Context: an optimization exercise on an open-source flow, tuned for small area, a short achievable clock period and few clock cycles. The choices shown serve that exercise and are no tape-out recipe. Where RTL was checked, it was by simulation tests only, not by an equivalence proof against the original. Power figures rest on the tool's default switching activity, not on a simulated workload.

Setup of run F:
==> module mips16, before the edit <==
module mips16(clk,rst,imem_addr,imem_rdata,dmem_addr,dmem_wdata,dmem_we,dmem_rdata,dbg_raddr,dbg_rdata);
input clk,rst;
output [15:0] imem_addr;
input [15:0] imem_rdata;
output [15:0] dmem_addr,dmem_wdata;
output dmem_we;
input [15:0] dmem_rdata;
input [2:0] dbg_raddr;
output [15:0] dbg_rdata;
wire [3:0] fop = imem_rdata[15:12];
wire [2:0] frd = imem_rdata[11:9];
wire [2:0] frs = imem_rdata[8:6];
wire [2:0] frt = imem_rdata[5:3];
wire f_st = (fop == 4'd11);
wire [2:0] frb = f_st ? frd : frt;
reg [111:0] regs;
wire [127:0] rv = {regs,16'h0000};
wire [15:0] ra = rv[frs*16 +: 16];
wire [15:0] rb = rv[frb*16 +: 16];
assign dbg_rdata = rv[dbg_raddr*16 +: 16];
reg e_we, e_st, e_bz;             
reg e_ld, e_useimm, e_sum, e_sub, e_selg, e_selp, e_sh, e_left;
reg [2:0] e_rd;
reg [5:0] e_imm;
reg [15:0] e_a, e_b;
reg [15:0] e_pc1;                 
wire [15:0] e_res;
wire fwd_a = e_we && (e_rd == frs);
wire fwd_b = e_we && (e_rd == frb);
always @(posedge clk) begin
  e_ld    <= (fop == 4'd10);
  e_useimm <= (fop >= 4'd9) && (fop <= 4'd12);
  e_sum   <= (fop == 4'd1) || (fop == 4'd2) || (fop == 4'd9);
  e_sub   <= (fop == 4'd2);
  e_selg  <= (fop == 4'd3) || (fop == 4'd4);    
  e_selp  <= (fop == 4'd4) || (fop == 4'd5);    
  e_sh    <= (fop == 4'd6) || (fop == 4'd7) || (fop == 4'd8);
  e_left  <= (fop == 4'd6);
  e_rd    <= frd;
  e_imm   <= imem_rdata[5:0];
  e_a     <= fwd_a ? e_res : ra;
  e_b     <= fwd_b ? e_res : rb;
end
always @(posedge clk or posedge rst) begin
  if (rst) begin
    e_we <= 1'b0;
    e_st <= 1'b0;
    e_bz <= 1'b0;
    e_pc1 <= 16'h0000;
  end else begin
    e_we <= (fop >= 4'd1) && (fop <= 4'd10) && (frd != 3'd0);
    e_st <= f_st;
    e_bz <= (fop == 4'd12);
    e_pc1 <= imem_addr + 16'd1;
  end
end
wire [15:0] imm = {{10{e_imm[5]}},e_imm};
wire [15:0] x = e_bz ? e_pc1 : e_a;
wire [15:0] y = e_useimm ? imm : (e_b ^ {16{e_sub}});
wire [15:0] p = x ^ y;
wire [15:0] gg = x & y;
wire [15:0] g0 = {gg[15:1], gg[0] | (p[0] & e_sub)};
wire [15:0] G1, P1, G2, P2, G3, P3, G4, P4;
genvar g;
generate for (g = 0; g < 16; g = g + 1) begin : pfx
  if (g & 1) begin : l1
    assign G1[g] = g0[g] | (p[g] & g0[g-1]);
    assign P1[g] = p[g] & p[g-1];
  end else begin : l1n
    assign G1[g] = g0[g];
    assign P1[g] = p[g];
  end
  if (g & 2) begin : l2
    assign G2[g] = G1[g] | (P1[g] & G1[(g & ~3) + 1]);
    assign P2[g] = P1[g] & P1[(g & ~3) + 1];
  end else begin : l2n
    assign G2[g] = G1[g];
    assign P2[g] = P1[g];
  end
  if (g & 4) begin : l3
    assign G3[g] = G2[g] | (P2[g] & G2[(g & ~7) + 3]);
    assign P3[g] = P2[g] & P2[(g & ~7) + 3];
  end else begin : l3n
    assign G3[g] = G2[g];
    assign P3[g] = P2[g];
  end
  if (g & 8) begin : l4
    assign G4[g] = G3[g] | (P3[g] & G3[7]);
  end else begin : l4n
    assign G4[g] = G3[g];
  end
end endgenerate
wire [15:0] carry = {G4[14:0], e_sub};
wire [15:0] sum = p ^ carry;
wire [3:0] s = e_b[3:0];
wire [3:0] r = e_left ? (4'd0 - s) : s;
wire [31:0] a2 = {e_a, e_a};
reg [15:0] q1, q2;
integer i;
always @(*) begin
  for (i = 0; i < 16; i = i + 1) begin
    case (r[1:0])
      2'd0: q1[i] = a2[i];
      2'd1: q1[i] = a2[i+1];
      2'd2: q1[i] = a2[i+2];
      default: q1[i] = a2[i+3];
    endcase
  end
end
wire [31:0] q1d = {q1, q1};
always @(*) begin
  for (i = 0; i < 16; i = i + 1) begin
    case (r[3:2])
      2'd0: q2[i] = q1d[i];
      2'd1: q2[i] = q1d[i+4];
      2'd2: q2[i] = q1d[i+8];
      default: q2[i] = q1d[i+12];
    endcase
  end
end
wire [15:0] mask;
generate for (g = 0; g < 16; g = g + 1) begin : m
  assign mask[g] = e_left ? (s <= g) : (s <= 15 - g);
end endgenerate
wire [15:0] shres = (|e_b[15:4]) ? 16'h0000 : (q2 & mask);
assign e_res = ({16{e_sum}} & sum)
             | ({16{e_selg}} & gg)
             | ({16{e_selp}} & p)
             | ({16{e_sh}}  & shres)
             | ({16{e_ld}}  & dmem_rdata);
integer k;
always @(posedge clk) begin
  for (k = 1; k < 8; k = k + 1)
    if (rst || (e_we && e_rd == k))
      regs[(k-1)*16 +: 16] <= rst ? 16'h0000 : e_res;
end
assign dmem_addr = sum;
assign dmem_wdata = e_b;
assign dmem_we = e_st;
wire taken = e_bz && (e_a == 16'h0000);
assign imem_addr = taken ? sum : e_pc1;
endmodule
export LEC_CHECK = 0
export CAP_MARGIN = 20
export CORE_MARGIN = 2
export CORE_UTILIZATION = 45
export SLEW_MARGIN = 20
create_clock -name core_clock -period 11.0 [get_ports {clk}]
standard.sh (not shown) runs the stock make flow with config.mk's settings and CLKGATE_MAP_FILE= SYNTH_SCRIPT=/design/flow/synth_recipe.tcl, a recipe that flattens the netlist after the stock synthesis.
==> flow/flow/run.sh <==
#!/bin/bash
set -euo pipefail
export SETUP_SLACK_MARGIN=5.5
export BUFFER_PORTS_ARGS="-buffer_cell sky130_fd_sc_hd__buf_2"
bash standard.sh > standard.log 2>&1
Testbench counts of run F, summed over its fixed seeds: cycles 26,648.
The following lists how run K was set up differently from run F:
-- flow/design.v --
<<< run F, line 92
end endgenerate
wire [15:0] carry = {G4[14:0], e_sub};
wire [15:0] sum = p ^ carry;
wire [3:0] s = e_b[3:0];
wire [3:0] r = e_left ? (4'd0 - s) : s;
>>> run K, line 92
end endgenerate
wire [15:0] carry = {G4[14:0], e_sub};
wire [15:0] sum = x + y + {15'd0,e_sub};
wire [3:0] s = e_b[3:0];
wire [3:0] r = e_left ? (4'd0 - s) : s;
==> comparison <==
The final layout from run F, which completed every stage, passed the timing, DRC and antenna checks at the end of the flow. Run K: full flow OK, the timing, DRC and antenna checks passed. Placed standard-cell area in run K vs run F: down about 1.1%. Run K against run F: number of placement rows decreased by 1.7% relative to the old numbers; worst slack at placement decreased by 0.055 ns relative to the old numbers. Run K vs run F — internal power climbed slightly. Run K ended up with a higher fmax than run F did. Count of plain and timing-repair buffers in the layout, run K and run F: larger value in run K. On final design area excluding fillers, run K and run F are neck and neck. Detailed route, run K vs run F: via total higher for run K. Run K and run F ended up with nearly the same flip-flop and latch share of the layout cell area. Run K does worse than run F on post-DP HPWL. Number of iterations in the first detailed-routing pass was higher in the run labelled run F. Of run K and run F, it is run K that has the lower height of the chip.
Function not checked in run K: the RTL went through the layout flow alone.

[port drivers added, routing unchanged]
How much do the figures lean on ideal ports? The routed layouts below were timed once more, with nothing changed but the port constraints. Step 1 sets driving cells, clkbuf_16 on the clock port and buf_2 on the other inputs (assumed; they add their load-dependent delay and slew). Step 2 also shifts input and output timing later by t, the mid clock arrival at the registers, as if the neighbouring blocks saw the same clock. Slacks: no drivers / after step 1 / after step 2; pairs: no drivers / after step 1.
run	t, ns	setup slack, ns	hold WS [ns]	worst register clock-pin slew, ns	worst data-port slew with drivers (ns)
run F	0.490	5.346 / 5.297 / 5.367	0.660 / 0.660 / 0.660	0.09 / 0.09	0.06
run K	0.488	5.401 / 5.349 / 5.386	0.649 / 0.649 / 0.649	0.09 / 0.09	0.06
After both steps every run listed still meets setup and hold. The setup slack of run K, which loses most, moves by -0.052 ns with the drivers and by -0.015 ns with both steps.
